Background: an optimization exercise with open tools, aiming at small area, a short achievable clock period and few clock cycles. Do not read the settings as production practice.
At most, simulation tests tie the RTL to the original design; equivalence was not proved.

the previous run:
==> module cpu, before the edit <==
module cpu
	(output wire [7:0] address,
	 output wire [7:0] to_memory,
	 output wire write,
	 input  wire [7:0] from_memory,
	 input  wire clk, reset);
	localparam [3:0] S_OP = 4'd0, S_IMM = 4'd1, S_DLD = 4'd2, S_DST = 4'd3, S_BR = 4'd4,
	                 S_LD1 = 4'd5, S_LD2 = 4'd6, S_WR = 4'd7, S_HALT = 4'd8;
	reg [7:0] A, B, AR, RP;
	reg [3:0] F;           
	reg zpend, zsrc;
	wire z_now = zpend ? ~|(zsrc ? B : A) : F[2];
	reg [3:0] irl;         
	reg [3:0] st;
	reg aluv, fast, cap, pv;
	wire [7:0] d = from_memory;
	assign address = AR;
	assign write = (st == S_WR);
	assign to_memory = irl[0] ? B : A;
	wire ar_io = &AR[7:5];
	wire rp_io = &RP[7:5];
	wire ar_fastok = ~ar_io & (AR[6:0] != 7'h7F) & (AR != 8'hDF);
	wire rp_fastok = ~rp_io & (RP[6:0] != 7'h7F) & (RP != 8'hDF);
	wire same_rg = (AR[7] == RP[7]) & (ar_io == rp_io);
	wire wants = (st == S_OP) | (st == S_IMM) | (st == S_DLD) | (st == S_DST) | (st == S_BR);
	wire avail = fast | cap | ar_io;
	wire consume = wants & avail;
	wire op_alu = d[6];
	wire op_imm = d[7] & ~d[4] & ~d[0];
	wire op_dld = d[7] & ~d[4] & d[0];
	wire op_dst = d[7] & d[4];
	wire op_br  = d[5];
	wire op_valid = ((d[7:4] == 4'h4) & (d[3:0] >= 4'h2) & (d[3:0] <= 4'hD)) |
	                (d == 8'h86) | (d == 8'h88) | (d == 8'h87) | (d == 8'h89) |
	                (d == 8'h96) | (d == 8'h97) |
	                ((d[7:4] == 4'h2) & (d[3:0] <= 4'h8));
	reg bad;
	reg taken;
	always @(*) begin
		case (irl)
			4'h0: taken = 1'b1;
			4'h1: taken = F[3];
			4'h2: taken = ~F[3];
			4'h3: taken = z_now;
			4'h4: taken = ~z_now;
			4'h5: taken = F[1];
			4'h6: taken = ~F[1];
			4'h7: taken = F[0];
			default: taken = ~F[0];
		endcase
	end
	wire [3:0] o = d[3:0];
	wire dsub = (o == 4'h3);
	wire dinc = (o == 4'h6) | (o == 4'h7);
	wire ddec = (o == 4'h8) | (o == 4'h9);
	wire dadd = (o == 4'h2) | (o == 4'hD);
	wire dand = (o == 4'h4);
	wire dor  = (o == 4'h5);
	wire dnot = (o == 4'hB) | (o == 4'hC);
	reg c_yb, c_ynb, c_yone, c_cin, c_pen, c_gen, c_arith, c_cinv, alu_to_b;
	always @(posedge clk) begin
		c_yb    <= dadd | dand | dor | (o == 4'hA);
		c_ynb   <= dsub;
		c_yone  <= ddec | dnot;
		c_cin   <= dsub | dinc;
		c_pen   <= ~dand;
		c_gen   <= dand | dor;
		c_arith <= dadd | dsub | dinc | ddec;
		c_cinv  <= dsub | ddec;
		alu_to_b <= (o == 4'h7) | (o == 4'h9) | (o == 4'hC) | (o == 4'hD);
	end
	wire [7:0] alu_r;
	wire [3:0] alu_f;
	ALUb alu (.Result(alu_r), .NZVC(alu_f), .A(A), .B(B),
	          .y_b(c_yb), .y_nb(c_ynb), .y_one(c_yone), .cin(c_cin), .pen(c_pen),
	          .gen(c_gen), .arith(c_arith), .cinv(c_cinv));
	wire ld_now = (st == S_IMM & consume) | (st == S_LD1 & ar_io) | (st == S_LD2);
	wire ld_b = ~irl[1];
	wire ret = (st == S_WR) | (st == S_LD1 & ar_io) | (st == S_LD2);
	wire clob = (st == S_WR) & same_rg;
	wire pv_eff = pv & ~clob;
	wire hold = (st == S_LD1) & ~ar_io & ~(same_rg & pv);
	wire sel_d = consume & ((st == S_DLD) | (st == S_DST) | ((st == S_BR) & taken));
	wire use_rp = (st == S_LD1) | (st == S_LD2) | (st == S_WR);
	wire step_a = fast | ~avail;
	wire inc = use_rp ? (ret & (pv ? (pv_eff & rp_fastok) : 1'b1)) :
	           (wants & (~step_a | ar_fastok));
	wire [7:0] base = use_rp ? RP : AR;
	wire [7:0] base1 = base + 8'd1;
	wire [7:0] nxt = sel_d ? d : hold ? AR : inc ? base1 : base;
	always @(posedge clk or negedge reset) begin
		if (!reset) begin
			A <= 8'd0; B <= 8'd0; F <= 4'd0; AR <= 8'd0;
			st <= S_OP; aluv <= 1'b0; fast <= 1'b0; cap <= 1'b0; bad <= 1'b0; zpend <= 1'b0;
		end else begin
			zpend <= aluv;
			if (zpend) F[2] <= z_now;
			if (aluv) begin
				{F[3], F[1:0]} <= {alu_f[3], alu_f[1:0]};
				if (alu_to_b) B <= alu_r; else A <= alu_r;
			end
			if (ld_now) begin
				if (ld_b) B <= d; else A <= d;
			end
			aluv <= consume & (st == S_OP) & op_alu;
			AR <= nxt;
			if (ret) begin
				fast <= pv_eff & rp_fastok;
				cap <= pv_eff & ~rp_fastok;
			end else if (wants) begin
				fast <= ~sel_d & step_a & ar_fastok;
				cap <= ~sel_d & step_a & ~ar_fastok;
			end
			bad <= consume & (st == S_OP) & ~op_valid;
			if (bad) st <= S_HALT;
			else case (st)
				S_OP:  if (consume)
					st <= op_alu ? S_OP : op_imm ? S_IMM : op_dld ? S_DLD :
					      op_dst ? S_DST : op_br ? S_BR : S_HALT;
				S_IMM, S_BR: if (consume) st <= S_OP;
				S_DLD: if (consume) st <= S_LD1;
				S_DST: if (consume) st <= S_WR;
				S_LD1: st <= ar_io ? S_OP : S_LD2;
				S_LD2, S_WR: st <= S_OP;
				default: ;
			endcase
		end
	end
	always @(posedge clk) begin
		zsrc <= alu_to_b;
		if (consume && st == S_OP) irl <= d[3:0];
		if (consume && (st == S_DLD || st == S_DST)) begin
			RP <= AR;
			pv <= fast;
		end
	end
endmodule
Settings: LEC_CHECK=0, ABC_AREA=1, CAP_MARGIN=20, CORE_MARGIN=2, CORE_UTILIZATION=40, SETUP_SLACK_MARGIN=5.0, SLEW_MARGIN=20; clock period 8.0 ns.
run.sh (not shown) runs the stock make flow with config.mk's settings and CLKGATE_MAP_FILE= SYNTH_SCRIPT=/design/flow/synth_recipe.tcl, a recipe that flattens the netlist after the stock synthesis.
Testbench counts of the previous run, summed over its fixed seeds: cycles 69,132.
diff inputs: the previous run => the current run
--- a/flow/design.v
+++ b/flow/design.v
@@ -65,30 +65,27 @@
 			4'h6: taken = ~F[1];
 			4'h7: taken = F[0];
 			default: taken = ~F[0];
 		endcase
 	end
-	wire [3:0] o = d[3:0];
+	wire [3:0] o = irl;
 	wire dsub = (o == 4'h3);
 	wire dinc = (o == 4'h6) | (o == 4'h7);
 	wire ddec = (o == 4'h8) | (o == 4'h9);
 	wire dadd = (o == 4'h2) | (o == 4'hD);
 	wire dand = (o == 4'h4);
 	wire dor  = (o == 4'h5);
 	wire dnot = (o == 4'hB) | (o == 4'hC);
-	reg c_yb, c_ynb, c_yone, c_cin, c_pen, c_gen, c_arith, c_cinv, alu_to_b;
-	always @(posedge clk) begin
-		c_yb    <= dadd | dand | dor | (o == 4'hA);
-		c_ynb   <= dsub;
-		c_yone  <= ddec | dnot;
-		c_cin   <= dsub | dinc;
-		c_pen   <= ~dand;
-		c_gen   <= dand | dor;
-		c_arith <= dadd | dsub | dinc | ddec;
-		c_cinv  <= dsub | ddec;
-		alu_to_b <= (o == 4'h7) | (o == 4'h9) | (o == 4'hC) | (o == 4'hD);
-	end
+	wire c_yb    = dadd | dand | dor | (o == 4'hA);
+	wire c_ynb   = dsub;
+	wire c_yone  = ddec | dnot;
+	wire c_cin   = dsub | dinc;
+	wire c_pen   = ~dand;
+	wire c_gen   = dand | dor;
+	wire c_arith = dadd | dsub | dinc | ddec;
+	wire c_cinv  = dsub | ddec;
+	wire alu_to_b = (o == 4'h7) | (o == 4'h9) | (o == 4'hC) | (o == 4'hD);
 	wire [7:0] alu_r;
 	wire [3:0] alu_f;
 	ALUb alu (.Result(alu_r), .NZVC(alu_f), .A(A), .B(B),
 	          .y_b(c_yb), .y_nb(c_ynb), .y_one(c_yone), .cin(c_cin), .pen(c_pen),
 	          .gen(c_gen), .arith(c_arith), .cinv(c_cinv));
--- outcome ---
- The current run reached the end of the flow, and the finished layout is clean on the timing, DRC and antenna checks.
- The previous run has completed all stages; timing, DRC and antenna checks passed.
- Against the previous run, die area in the current run came out better.
- Lower setup fix buffers added after clock tree synthesis was reported by the previous run, not the current run.
- Distinct cell type count of the synthesized netlist: the current run vs the previous run up 21%
- Going from the previous run to the current run, the wire length was found to have gone up by 1.0%.
- Re actual transition at the worst max-transition pin: the current run and the previous run aren't equal, and the lower value belongs to the current run.
- Sort the current run and the previous run by worst setup margin desc -> top: the previous run
- The current run drops fewer vias than the previous run.
- In the flow results for the current run and the previous run, the met1 layer usage reported by global route is larger on the previous run.
- Area after synthesis (the current run / the previous run): 0.948
- Core utilization: the current run higher than the previous run
- Compared with the previous run, the current run shows a minimum period implied by the final worst setup slack that is 0.27 ns higher.
The RTL of the current run was laid out without a check of its function.

[separate check: timing with driven ports]
Ports are ideal in the flow. The routed layouts listed here were re-timed in OpenROAD. Step 1, drivers: a clkbuf_16 drives clk and a buf_2 each remaining input, both assumed. Step 2 also shifts input and output timing later by t, the mid clock arrival at the registers, as if the neighbouring blocks saw the same clock. a / b / c = no drivers / after step 1 / after step 2; a / b = the first two.
run | t, ns | setup slack, ns | hold slack, ns | worst setup path at the end | worst data-port slew with drivers (ns)
the previous run | 0.368 | 5.069 / 5.038 / 4.838 | 0.401 / 0.401 / 0.401 | input to register | 0.03
the current run | 0.330 | 4.796 / 4.763 / 4.898 | 0.499 / 0.499 / 0.499 | input to register | 0.04
After both steps setup and hold are still met in every run listed. For the previous run, which loses most, drivers alone change the setup slack by -0.031 ns; drivers and shift together by -0.231 ns.
